This design comes from an exercise in tuning for small area and a short achievable clock period on the open sky130 flow, not from production work.
At most, simulation tests tie the RTL to the original design; equivalence was not proved.
Power figures rest on the tool's default switching activity, not on a simulated workload.

// hybrid_pwm_sd_2ndorder
module hybrid_pwm_sd_2ndorder #(parameter signalwidth=16)
(
	input clk,
	input reset_n,
	input [signalwidth-1:0] d,
	output q
);
reg [4:0]  pc;        
reg        q_r;       
reg [22:0] w;         
reg [17:0] p;
reg [17:0] r;
reg        m;         
reg        c16_r;     
reg [15:0] dreg;      
reg [6:0]  th;        
reg [10:0] ep;        
reg        f31, f0, f1, f2, f3, f5, f7, f8;    
wire c16;
carry16 u_c16 (.a(p[15:0]), .b(d), .c(c16));
wire [17:0] b_oth = ({18{f2}} & {2'b0, dreg})
                  | ({18{f3 | f5}} & ({7'b0, ep} ^ {18{f3}}))
                  | ({18{f7}} & {2'b0, r[17:2]})
                  | ({18{f8}} & ~{2'b0, p[17:2]});
wire [7:0] wu;
wire [17:0] b_op = f31 ? ~{1'b0, wu, w[15:7]} : b_oth;
wire cin = f3 | f7 | (f31 & (q_r | ~&w[6:0])) | (f8 & ~|p[1:0]);
wire [17:0] sum;
wire [17:0] sa_p = p ^ b_op;
wire [17:0] sa_g = p & b_op;
wire sa_g1 = sa_g[0] | (sa_p[0] & cin);
wire sa_p1 = sa_p[0] & 1'b0;
wire sa_g2 = sa_g[2] | (sa_p[2] & sa_g[1]);
wire sa_p2 = sa_p[2] & sa_p[1];
wire sa_g3 = sa_g[4] | (sa_p[4] & sa_g[3]);
wire sa_p3 = sa_p[4] & sa_p[3];
wire sa_g4 = sa_g[6] | (sa_p[6] & sa_g[5]);
wire sa_p4 = sa_p[6] & sa_p[5];
wire sa_g5 = sa_g[8] | (sa_p[8] & sa_g[7]);
wire sa_p5 = sa_p[8] & sa_p[7];
wire sa_g6 = sa_g[10] | (sa_p[10] & sa_g[9]);
  ...
Size: roughly 970 cells after synthesis, about 110 flip-flops, ~19 I/O pins.
Settings: LEC_CHECK=0, ABC_AREA=1, CAP_MARGIN=20, CORE_MARGIN=2, CORE_UTILIZATION=40, CTS_BUF_LIST=sky130_fd_sc_hd__clkbuf_8, SLEW_MARGIN=20, SYNTH_HIERARCHICAL=1; clock period 11.0 ns.
standard.sh (not shown) runs the stock make flow with config.mk's settings and CLKGATE_MAP_FILE= SYNTH_SCRIPT=/design/flow/synth_recipe.tcl, a recipe that flattens the netlist after the stock synthesis.
==> flow/flow/run.sh <==
#!/bin/bash
# Standard ORFS layout (standard.sh) with three changes: timing repair is
# asked to leave extra setup margin so that the layout runs well faster than
# the clock, the ports get small buffers, and adders are left to ABC instead
# of being mapped to full/half-adder cells (registers are unchanged).
set -euo pipefail
bash standard.sh SETUP_SLACK_MARGIN=7.5 "BUFFER_PORTS_ARGS=-buffer_cell sky130_fd_sc_hd__buf_2" ADDER_MAP_FILE= finish > flow_make.log 2>&1
Edit:
--- a/flow/flow/run.sh
+++ b/flow/flow/run.sh
@@ -6,2 +6,2 @@
 set -euo pipefail
-bash standard.sh SETUP_SLACK_MARGIN=7.5 "BUFFER_PORTS_ARGS=-buffer_cell sky130_fd_sc_hd__buf_2" ADDER_MAP_FILE= finish > flow_make.log 2>&1
+bash standard.sh SETUP_SLACK_MARGIN=8.1 "BUFFER_PORTS_ARGS=-buffer_cell sky130_fd_sc_hd__buf_2" ADDER_MAP_FILE= finish > flow_make.log 2>&1
After rerunning: Utilization went up by 1.3 points; cell area went up by a few percent; hold slack loses 11 ps.
Edit:
ABC_AREA = 0   (was 1)
Die area goes up by 4.4%.
Area after synthesis grows by 4.6%.
Via count grows by about 2.2%.
Hold slack got worse by 6.7 ps.
Count of clock-buffer cells in the layout is lower by 1.
Final area grows by 18%.
Setup slack loses 450 ps.
Edit:
--- a/flow/flow/run.sh
+++ b/flow/flow/run.sh
@@ -6,2 +6,2 @@
 set -euo pipefail
-bash standard.sh SETUP_SLACK_MARGIN=8.1 "BUFFER_PORTS_ARGS=-buffer_cell sky130_fd_sc_hd__buf_2" ADDER_MAP_FILE= finish > flow_make.log 2>&1
+bash standard.sh SETUP_SLACK_MARGIN=7.7 "BUFFER_PORTS_ARGS=-buffer_cell sky130_fd_sc_hd__buf_2" ADDER_MAP_FILE= finish > flow_make.log 2>&1
ABC_AREA = 1   (was 0)
Outcome: Via count decreases by 4.4%. Wire length fell by 18%. Cell area came out lower by 17%.

========
Setup of alpha:
hybrid_pwm_sd_2ndorder, a different RTL version from the one above (not shown whole).
Size: ~720 cells after synthesis, roughly 110 flip-flops, about 7000 µm² of cells after synthesis.
clock: 11.0 ns
lec_check: 0
cap_margin: 20
core_margin: 2
core_utilization: 40
slew_margin: 20
==> flow/flow/run.sh <==
#!/bin/bash
# Standard ORFS layout (standard.sh), with timing repair asked to leave
# extra setup margin so that the layout runs well faster than the clock.
set -euo pipefail
bash standard.sh SETUP_SLACK_MARGIN=7.5 finish > flow_make.log 2>&1
alpha was carried through to the last stage, and its layout satisfied the timing, DRC and antenna checks.
Inputs modified between alpha and beta:
--- a/flow/flow/run.sh
+++ b/flow/flow/run.sh
@@ -5 +5 @@
-bash standard.sh SETUP_SLACK_MARGIN=7.5 finish > flow_make.log 2>&1
+bash standard.sh SETUP_SLACK_MARGIN=8.0 finish > flow_make.log 2>&1
Results
Looking at via density per instance, beta sits above alpha. Measured against alpha, the final area of beta comes out at 1.11 times the reference value. beta vs alpha: layout clock buffer count up. Met1 global-route usage | beta below alpha. Relative to alpha, the non-clock buffer count measured on beta has increased by more than half. Min met3 wire length across beta and alpha: alpha. Diff alpha -> beta: global placement routability congestion +0.019, final critical delay including setup and external delays +0.036 ns, number of cells traversed by the worst hold path +2. Re global-route wire length before repair: beta and alpha aren't equal, and the lower value belongs to alpha.
For gamma, these inputs were changed with respect to beta:
==> flow/run.sh (new file) <==
#!/bin/bash
# synth_recipe.tcl (not shown) runs the flow's synth.tcl, then flattens the netlist and writes it again
# the make line also repeats each setting of config.mk as NAME=value (left out here)
make -C /OpenROAD-flow-scripts/flow DESIGN_CONFIG=/design/flow/config.mk WORK_HOME=/design/flow/orfs CLKGATE_MAP_FILE= SYNTH_SCRIPT=/design/flow/synth_recipe.tcl finish
removed: flow/flow/run.sh
removed: flow/standard.sh
--- outcome ---
- Overall routed net length in gamma is about 14% below beta.
- The global-route wire length before repair of gamma is lower than that of beta.
- Changes observed in gamma relative to beta: fraction of area in clock buffers and inverters climbed 0.66 points; combinational fraction of design power dropped 9.6 points; fraction of area in non-clock buffers dropped 6.0 points; cell count dropped about 6%.

========
hybrid_pwm_sd_2ndorder, a different RTL version from the one above (not shown whole).
Size in the first run: ~110 flip-flops, ~19 I/O pins, roughly 7100 um2 of cells after synthesis.
clock: 11.0 ns
lec_check: 0
abc_area: 1
cap_margin: 20
core_margin: 2
core_utilization: 65
slew_margin: 20
==> flow/flow/run.sh <==
#!/bin/bash
# Standard ORFS layout (standard.sh), with timing repair asked to leave
# extra setup margin so that the layout runs well faster than the clock.
set -euo pipefail
bash standard.sh SETUP_SLACK_MARGIN=7.5 finish > flow_make.log 2>&1
Then changed:
Settings changed: ABC_AREA 1 to default, CORE_UTILIZATION 65 to 40, SYNTH_HIERARCHICAL from default to 1.
Effect:
- The new run completed without violations
- total power rises by 52%
- synthesized area barely changes
- final cell count falls by 10%
- wire length climbs by 4.5%
- clock power increases by 27%
- final area is higher by 11%
- hold slack improves by 0.086 ns
- setup slack degrades by 0.52 ns
- clock-buffer cell count goes up by 1
Then changed:
Settings changed: ABC_AREA from default to 1, CTS_BUF_LIST from default to sky130_fd_sc_hd__clkbuf_4 sky130_fd_sc_hd__clkbuf_8, CTS_CLUSTER_SIZE from default to 30, SYNTH_HIERARCHICAL 1 to default.
Effect: Clock power went down by 23%. Final area falls by 9.1%. Routed wire length came out lower by 1.6%. Final cell count came out higher by 20%. Power fell by 35%. First-iteration DRC count goes up by 21%.
Then changed:
Settings changed: CTS_BUF_LIST sky130_fd_sc_hd__clkbuf_4 sky130_fd_sc_hd__clkbuf_8 to default, CTS_CLUSTER_SIZE 30 to default.
=>
- The changed run ran to the end with no violations
- synthesized area does not change
- utilization is higher by 0.61 points
- cell count barely changes
- cell area is higher by about 1.3%
- combinational power is higher by about 2%
- power is higher by about 10%
- global-route usage is higher by 0.27 points
- wire length is about the same
- hold slack barely changes
No functional check of the RTL was part of any run of this note.

========
hybrid_pwm_sd_2ndorder with an RTL version that a note above also has.
For scale: roughly 840 cells after synthesis, roughly 110 flip-flops, about 19 I/O pins, roughly 6000 µm² of cells after synthesis.
export LEC_CHECK = 0
export ABC_AREA = 1
export CAP_MARGIN = 20
export CORE_MARGIN = 2
export CORE_UTILIZATION = 40
export CTS_BUF_LIST = sky130_fd_sc_hd__clkbuf_8
export SLEW_MARGIN = 20
export SYNTH_HIERARCHICAL = 1
create_clock -name core_clock -period 11.0 [get_ports {clk}]
==> flow/flow/run.sh <==
#!/bin/bash
# Standard ORFS layout (standard.sh) with these changes:
#  - synthesis is standard.sh's, except that ABC maps the top module with a
#    delay target (flow/synth.tcl, flow/abc_top.script); registers unchanged;
#  - adders are left to ABC instead of full/half-adder cells;
#  - timing repair is asked to leave extra setup margin, so that the layout
#    runs well faster than the clock;
#  - the ports get small buffers.
# make's output goes to flow_make.log; each step's log is under orfs/logs.
set -euo pipefail
export FLOW_FLOW_DIR="$(pwd)/flow"
bash standard.sh "SYNTH_SCRIPT=$FLOW_FLOW_DIR/synth.tcl" ADDER_MAP_FILE= \
  SETUP_SLACK_MARGIN=8.0 "BUFFER_PORTS_ARGS=-buffer_cell sky130_fd_sc_hd__buf_2" \
  finish > flow_make.log 2>&1
==> flow/flow/abc_top.script <==
strash
dch
map -D 2000
topo
stime -c
buffer -c
upsize -c
dnsize -c
==> flow/flow/synth.tcl <==
# synth_recipe.tcl (standard.sh's synthesis script) with one change: ABC maps
# the top module with abc_top.script (the flow's area script, given a delay
# target) and the input-side carry tree (carry16, mux2x) with the flow's own
# script. Registers and names are those of the standard synthesis.
proc synth {args} { yosys synth -nofsm -noshare {*}$args }
proc abc {args} {
  set i [lsearch -exact $args -script]
  set rest $args
  lset rest [expr {$i + 1}] $::env(FLOW_FLOW_DIR)/abc_top.script
  yosys abc {*}$args carry16 mux2x
  yosys abc {*}$rest hybrid_pwm_sd_2ndorder
}
source $::env(SCRIPTS_DIR)/synth.tcl
# left out here: clear keep_hierarchy, flatten, clean up, hide names made inside functions, write 1_2_yosys.v
The starting point produced a clean layout.
Then changed:
==> flow/flow/run.sh (replaced) <==
#!/bin/bash
# Standard ORFS layout (standard.sh) with three changes: timing repair is
# asked to leave extra setup margin so that the layout runs well faster than
# the clock, the ports get small buffers, and adders are left to ABC instead
# of being mapped to full/half-adder cells (registers are unchanged).
set -euo pipefail
bash standard.sh SETUP_SLACK_MARGIN=8.1 "BUFFER_PORTS_ARGS=-buffer_cell sky130_fd_sc_hd__buf_2" ADDER_MAP_FILE= finish > flow_make.log 2>&1
--- a/flow/config.mk
+++ b/flow/config.mk
@@ -14 +14,2 @@
 export SYNTH_HIERARCHICAL = 1
+export TNS_END_PERCENT = 0
removed: flow/flow/abc_top.script
removed: flow/flow/synth.tcl
After rerunning:
- synthesized area climbs by a few percent
- worst hold slack is better by 0.017 ns
- sequential cell count does not change
- count of clock-buffer cells in the layout goes up by 1
- core utilization falls by 3.9 points
- total power drops by a few percent
- non-clock buffer count drops by 44
- register-to-register slack improved by 0.19 ns
- routed wire length went down by a few percent
- setup slack gets better by 0.026 ns
Then changed:
--- a/flow/config.mk
+++ b/flow/config.mk
@@ -10,3 +10,3 @@
 export CORE_MARGIN = 2
-export CORE_UTILIZATION = 40
+export CORE_UTILIZATION = 60
 export CTS_BUF_LIST = sky130_fd_sc_hd__clkbuf_8
@@ -14,2 +14 @@
 export SYNTH_HIERARCHICAL = 1
-export TNS_END_PERCENT = 0
The new run produced a clean layout; routed wire length goes up by 2.0%; clock power shrinks by 18%; cell area is about the same; setup slack improved by 0.0090 ns; flip-flop and latch count stays the same; sequential share of layout area hardly moves; die area falls by 32%; via count goes up by 5.5%.
Then changed:
--- a/flow/config.mk
+++ b/flow/config.mk
@@ -10,4 +10,5 @@
 export CORE_MARGIN = 2
-export CORE_UTILIZATION = 60
+export CORE_UTILIZATION = 40
 export CTS_BUF_LIST = sky130_fd_sc_hd__clkbuf_8
+export GPL_TIMING_DRIVEN = 0
 export SLEW_MARGIN = 20
Result: The changed run went through all stages and came out clean; setup slack is worse by 0.11 ns; core utilization falls by 22 points; synthesized cell count does not change; power fell by 0.99%; routed wire length is higher by 3.1%; die area goes up by 48%; register-to-register slack gains 0.02 ns; final area goes up by 1.0%; critical path depth is higher by 1.

==> port drivers added, routing unchanged <==
How much do the figures lean on ideal ports? The routed layouts below were timed once more, with nothing changed but the port constraints.
Step 1 (the two cells are an assumption about what drives the block):
set clk [get_ports {clk}]
set_driving_cell -lib_cell sky130_fd_sc_hd__clkbuf_16 $clk
set_driving_cell -lib_cell sky130_fd_sc_hd__buf_2 [delete_from_list [all_inputs] $clk]
Step 2 also shifts input and output timing later by t, the mid clock arrival at the registers, as if the neighbouring blocks saw the same clock.
Slacks: ideal / step 1 / step 2; pairs: ideal / step 1.
run | shift t [ns] | slack for setup (ns) | hold slack, ns | worst register clock-pin slew, ns | worst data-port slew with drivers (ns)
the first run of note 1 | 0.425 | 7.592 / 7.555 / 7.265 | 0.433 / 0.433 / 0.433 | 0.11 / 0.11 | 0.03
the second run of note 1 | 0.434 | 7.903 / 7.865 / 7.596 | 0.422 / 0.422 / 0.422 | 0.11 / 0.11 | 0.03
the third run of note 1 | 0.424 | 7.456 / 7.462 / 7.038 | 0.415 / 0.415 / 0.415 | 0.11 / 0.11 | 0.06
the fourth run of note 1 | 0.426 | 7.734 / 7.696 / 7.429 | 0.425 / 0.425 / 0.425 | 0.11 / 0.11 | 0.03
alpha | 0.397 | 7.411 / 7.429 / 7.032 | 0.461 / 0.461 / 0.461 | 0.08 / 0.08 | 0.03
beta | 0.400 | 7.375 / 7.383 / 6.983 | 0.476 / 0.476 / 0.476 | 0.08 / 0.08 | 0.05
gamma | 0.399 | 6.090 / 6.090 / 6.090 | 0.429 / 0.429 / 0.429 | 0.08 / 0.08 | 0.04
the first run of note 3 | 0.418 | 7.532 / 7.538 / 7.120 | 0.396 / 0.396 / 0.396 | 0.10 / 0.10 | 0.03
the second run of note 3 | 0.404 | 7.011 / 7.011 / 7.011 | 0.482 / 0.482 / 0.482 | 0.08 / 0.08 | 0.05
the third run of note 3 | 0.434 | 7.632 / 7.594 / 7.214 | 0.431 / 0.431 / 0.431 | 0.12 / 0.12 | 0.04
the fourth run of note 3 | 0.397 | 7.570 / 7.586 / 7.189 | 0.428 / 0.428 / 0.428 | 0.08 / 0.08 | 0.04
the first run of note 4 | 0.432 | 7.899 / 7.860 / 7.618 | 0.406 / 0.406 / 0.406 | 0.10 / 0.10 | 0.05
the second run of note 4 | 0.406 | 7.925 / 7.890 / 7.645 | 0.423 / 0.423 / 0.423 | 0.10 / 0.10 | 0.03
the third run of note 4 | 0.409 | 7.934 / 7.897 / 7.656 | 0.427 / 0.427 / 0.427 | 0.10 / 0.10 | 0.05
the fourth run of note 4 | 0.413 | 7.823 / 7.789 / 7.681 | 0.420 / 0.420 / 0.420 | 0.10 / 0.10 | 0.03
After both steps setup and hold are still met in every run listed.
